Background: an optimization exercise with open tools, aiming at small area, a short achievable clock period and few clock cycles per item. Do not read the settings as production practice.
RTL that was checked went through simulation tests only; none was proved equivalent to the original.

== harbor ==
==> module sse_acc, before the edit <==
module sse_acc (
	input  logic        clk,
	input  logic        rst,
	input  logic [31:0] p1,
	input  logic        v5,
	input  logic        l5,
	output logic        out_valid,
	output logic [31:0] Y
);
	localparam logic [31:0] NAN = 32'h7f800001;
	logic [31:0] p2, acc;
	logic        v6, l6, fresh;
	logic [23:0] yp;
	logic [3:0]  shH;    
	logic [7:0]  shL;    
	logic        selP;
	logic        as, ps;
	logic [7:0]  ae, pe;
	logic [22:0] af, pf;
	assign {as, ae, af} = acc;
	assign {ps, pe, pf} = p2;
	logic aNaN, aInf, aZ, pNaN, pInf, pZ;
	assign aNaN = (&ae) & (|af);
	assign aInf = (&ae) & ~(|af);
	assign aZ = fresh | ~(|ae);
	assign pNaN = (&pe) & (|pf);
	assign pInf = (&pe) & ~(|pf);
	assign pZ = ~(|pe);
	logic normal;
	assign normal = ~aZ & ~aNaN & ~aInf & ~pNaN & ~pInf & ~pZ;
	logic [23:0] ya;
	logic [24:0] S, S1;
	logic        ovf;
	logic [7:0]  E, E1;
	logic [23:0] ma, yh;
	assign ma = {1'b1, af};
	always_comb begin
		for (int i = 0; i < 24; i++) begin
			yh[i] = (shH[0] & ma[i]) | (shH[1] & (i + 8 < 24 ? ma[(i + 8) % 24] : 1'b0))
				| (shH[2] & (i + 16 < 24 ? ma[(i + 16) % 24] : 1'b0));
			ya[i] = 0;
			for (int j = 0; j < 8; j++)
				if (i + j < 24) ya[i] = ya[i] | (shL[j] & yh[i + j]);
		end
	end
	sse_cadd #(.W(24)) add (.a(ya), .b(yp), .s0(S), .s1(S1));
	assign ovf = S[24];
	assign E = selP ? pe : ae;
	assign E1 = E + 8'd1;
	logic [31:0] nres, sres;
	assign nres = ovf ? {as, E1, S1[23:1]} : {as, E, S[22:0]};
	always_comb begin
		if (~v6) sres = acc;
		else if (aZ) sres = pNaN ? NAN : pZ ? 32'd0 : p2;
		else if (aNaN | pNaN) sres = NAN;
		else if (aInf & pInf) sres = (as == ps) ? acc : NAN;
		else if (aInf) sres = acc;
		else if (pInf) sres = p2;
		else sres = acc;
	end
	logic [7:0]  e1n;
	logic [23:0] m1n, yp0, yp1;
	logic [8:0]  dP0, dA0;
	logic [4:0]  shA0, shA1, shA;
	logic        sel0, sel1, inc;
	assign e1n = p1[30:23];
	assign m1n = {1'b1, p1[22:0]};
	assign inc = v6 & ~aZ & ~pZ & ovf;
	logic       ebP;
	logic [8:0] dPa, dPp, dAa, dAp;
	assign ebP = v6 & (aZ | selP);
	assign dPa = {1'b0, ae} - {1'b0, e1n};
	assign dPp = {1'b0, pe} - {1'b0, e1n};
	assign dAa = {1'b0, e1n} - {1'b0, ae};
	assign dAp = {1'b0, e1n} - {1'b0, pe};
	assign dP0 = ebP ? dPp : dPa;
	assign dA0 = ebP ? dAp : dAa;
	assign sel0 = dP0[8];
	assign sel1 = sel0 & (dA0 != 9'd1);
	assign yp0 = sel0 ? m1n : (dP0[7:0] > 8'd23) ? 24'd0 : (m1n >> dP0[4:0]);
	assign yp1 = sel0 ? m1n : {1'b0, yp0[23:1]};
	assign shA0 = ~sel0 ? 5'd0 : (dA0[7:0] > 8'd23) ? 5'd24 : dA0[4:0];
	assign shA1 = ~sel1 ? 5'd0 : (dA0[7:0] > 8'd24) ? 5'd24 : (dA0[4:0] - 5'd1);
	assign shA = inc ? shA1 : shA0;
	always_ff @(posedge clk) begin
		p2 <= p1;
		l6 <= l5;
		acc <= (v6 & normal) ? nres : sres;
		selP <= inc ? sel1 : sel0;
		shH <= {1'b0, shA[4:3] == 2'd2, shA[4:3] == 2'd1, shA[4:3] == 2'd0};
		for (int j = 0; j < 8; j++) shL[j] <= (shA[2:0] == j);
		yp <= inc ? yp1 : yp0;
		if (rst) begin
			v6 <= 0;
			fresh <= 1;
			out_valid <= 0;
		end
		else begin
			v6 <= v5;
			if (v6) fresh <= l6;
			out_valid <= v6 & l6;
		end
	end
	assign Y = acc;
endmodule
==> module sse_cadd, before the edit <==
module sse_cadd #(parameter int W = 24) (
	input  logic [W-1:0] a,
	input  logic [W-1:0] b,
	output logic [W:0]   s0,
	output logic [W:0]   s1
);
	localparam int L = $clog2(W);
	logic [W-1:0] g [0:L];
	logic [W-1:0] p [0:L];
	assign g[0] = a & b;
	assign p[0] = a ^ b;
	genvar l, i;
	generate
		for (l = 0; l < L; l++) begin : g_lvl
			for (i = 0; i < W; i++) begin : g_bit
				if (i >= (1 << l)) begin : g_op
					assign g[l + 1][i] = g[l][i] | (p[l][i] & g[l][i - (1 << l)]);
					assign p[l + 1][i] = p[l][i] & p[l][i - (1 << l)];
				end
				else begin : g_pass
					assign g[l + 1][i] = g[l][i];
					assign p[l + 1][i] = p[l][i];
				end
			end
		end
	endgenerate
	assign s0 = {g[L][W-1], p[0] ^ {g[L][W-2:0], 1'b0}};
	assign s1 = {g[L][W-1] | p[L][W-1], p[0] ^ {g[L][W-2:0] | p[L][W-2:0], 1'b1}};
endmodule
export LEC_CHECK = 0
export CAP_MARGIN = 20
export CORE_MARGIN = 2
export CORE_UTILIZATION = 40
export PLACE_DENSITY = 0.6
export SETUP_SLACK_MARGIN = 5
export SLEW_MARGIN = 20
create_clock -name core_clock -period 10.0 [get_ports {clk}]
run.sh (not shown) runs the stock make flow with config.mk's settings and CLKGATE_MAP_FILE= SYNTH_SCRIPT=/design/flow/synth_recipe.tcl, a recipe that flattens the netlist after the stock synthesis.
[inputs] amber vs harbor
--- a/flow/design.v
+++ b/flow/design.v
@@ -5,29 +5,29 @@
 	input  logic        v5,
 	input  logic        l5,
 	output logic        out_valid,
 	output logic [31:0] Y
 );
 	localparam logic [31:0] NAN = 32'h7f800001;
-	logic [31:0] p2, acc;
+	logic [31:0] acc;
+	logic        ps;
+	logic [7:0]  pe;
+	logic        pNaN, pInf;   
 	logic        v6, l6, fresh;
 	logic [23:0] yp;
 	logic [3:0]  shH;    
 	logic [7:0]  shL;    
 	logic        selP;
-	logic        as, ps;
-	logic [7:0]  ae, pe;
-	logic [22:0] af, pf;
+	logic        as;
+	logic [7:0]  ae;
+	logic [22:0] af;
 	assign {as, ae, af} = acc;
-	assign {ps, pe, pf} = p2;
-	logic aNaN, aInf, aZ, pNaN, pInf, pZ;
+	logic aNaN, aInf, aZ, pZ;
 	assign aNaN = (&ae) & (|af);
 	assign aInf = (&ae) & ~(|af);
 	assign aZ = fresh | ~(|ae);
-	assign pNaN = (&pe) & (|pf);
-	assign pInf = (&pe) & ~(|pf);
 	assign pZ = ~(|pe);
 	logic normal;
 	assign normal = ~aZ & ~aNaN & ~aInf & ~pNaN & ~pInf & ~pZ;
 	logic [23:0] ya;
 	logic [24:0] S, S1;
 	logic        ovf;
@@ -48,17 +48,17 @@
 	assign E = selP ? pe : ae;
 	assign E1 = E + 8'd1;
 	logic [31:0] nres, sres;
 	assign nres = ovf ? {as, E1, S1[23:1]} : {as, E, S[22:0]};
 	always_comb begin
 		if (~v6) sres = acc;
-		else if (aZ) sres = pNaN ? NAN : pZ ? 32'd0 : p2;
+		else if (aZ) sres = pNaN ? NAN : pZ ? 32'd0 : {ps, pe, yp[22:0]};
 		else if (aNaN | pNaN) sres = NAN;
 		else if (aInf & pInf) sres = (as == ps) ? acc : NAN;
 		else if (aInf) sres = acc;
-		else if (pInf) sres = p2;
+		else if (pInf) sres = {ps, 8'hff, 23'd0};
 		else sres = acc;
 	end
 	logic [7:0]  e1n;
 	logic [23:0] m1n, yp0, yp1;
 	logic [8:0]  dP0, dA0;
 	logic [4:0]  shA0, shA1, shA;
@@ -79,20 +79,25 @@
 	assign sel1 = sel0 & (dA0 != 9'd1);
 	assign yp0 = sel0 ? m1n : (dP0[7:0] > 8'd23) ? 24'd0 : (m1n >> dP0[4:0]);
 	assign yp1 = sel0 ? m1n : {1'b0, yp0[23:1]};
 	assign shA0 = ~sel0 ? 5'd0 : (dA0[7:0] > 8'd23) ? 5'd24 : dA0[4:0];
 	assign shA1 = ~sel1 ? 5'd0 : (dA0[7:0] > 8'd24) ? 5'd24 : (dA0[4:0] - 5'd1);
 	assign shA = inc ? shA1 : shA0;
+	logic azn;
+	assign azn = v6 ? (l6 | (aZ & pZ)) : aZ;
 	always_ff @(posedge clk) begin
-		p2 <= p1;
+		ps <= p1[31];
+		pe <= p1[30:23];
+		pNaN <= (&p1[30:23]) & (|p1[22:0]);
+		pInf <= (&p1[30:23]) & ~(|p1[22:0]);
 		l6 <= l5;
 		acc <= (v6 & normal) ? nres : sres;
 		selP <= inc ? sel1 : sel0;
 		shH <= {1'b0, shA[4:3] == 2'd2, shA[4:3] == 2'd1, shA[4:3] == 2'd0};
 		for (int j = 0; j < 8; j++) shL[j] <= (shA[2:0] == j);
-		yp <= inc ? yp1 : yp0;
+		yp <= azn ? m1n : inc ? yp1 : yp0;
 		if (rst) begin
 			v6 <= 0;
 			fresh <= 1;
 			out_valid <= 0;
 		end
 		else begin
@@ -100,19 +105,18 @@
 			if (v6) fresh <= l6;
 			out_valid <= v6 & l6;
 		end
 	end
 	assign Y = acc;
 endmodule
-module sse_cadd #(parameter int W = 24) (
+module sse_cadd #(parameter int W = 24, parameter int L = 5) (
 	input  logic [W-1:0] a,
 	input  logic [W-1:0] b,
 	output logic [W:0]   s0,
 	output logic [W:0]   s1
 );
-	localparam int L = $clog2(W);
 	logic [W-1:0] g [0:L];
 	logic [W-1:0] p [0:L];
 	assign g[0] = a & b;
 	assign p[0] = a ^ b;
 	genvar l, i;
 	generate
Notes after the runs:
The area after synthesis in amber sits 170 sq um below the value recorded for harbor.
Placed cell count is lower on harbor
Met2 capacity usage during global routing: lower on amber
Final design instance area without fill shrinks by a few percent when moving from harbor to amber.
Number of flip-flops and latches: amber < harbor
Final core area utilization | amber below harbor
amber reports a higher register-to-register slack than harbor does.
Re fraction of met1 tracks used by global routing: harbor was higher than amber.
Clock network area share: amber vs harbor down 0.24 points
From harbor to amber the numbers moved as follows: critical path data arrival time now sits lower, routed metal-1 wirelength dropped 660 microns, clock sink count lost 21.
Testbench counts of amber, summed over its fixed seeds: cycles 8,154, items 8,082.
The RTL of harbor was laid out without a check of its function.

[re-timing with driven ports]
The results above use ideal ports. As a check the final layouts listed here were re-extracted and re-timed, cells and wires unchanged.
Step 1: set_driving_cell puts a clkbuf_16 on clk and a buf_2 on each other input, an assumption about the parent block.
Step 2 times the ports against the registers' clock, not the clock port: input delays grow and output delays shrink by t, the midpoint of the rising clock arrivals with the driver on.
Slacks: ideal / step 1 / step 2; pairs: ideal / step 1.
| run | t (ns) | slack for setup (ns) | worst setup path after step 2 |
|---|---|---|---|
| harbor | 0.676 | 5.065 / 5.065 / 5.065 | register to register |
| amber | 0.679 | 5.232 / 5.232 / 5.232 | register to register |
After both steps every run listed still meets setup and hold.
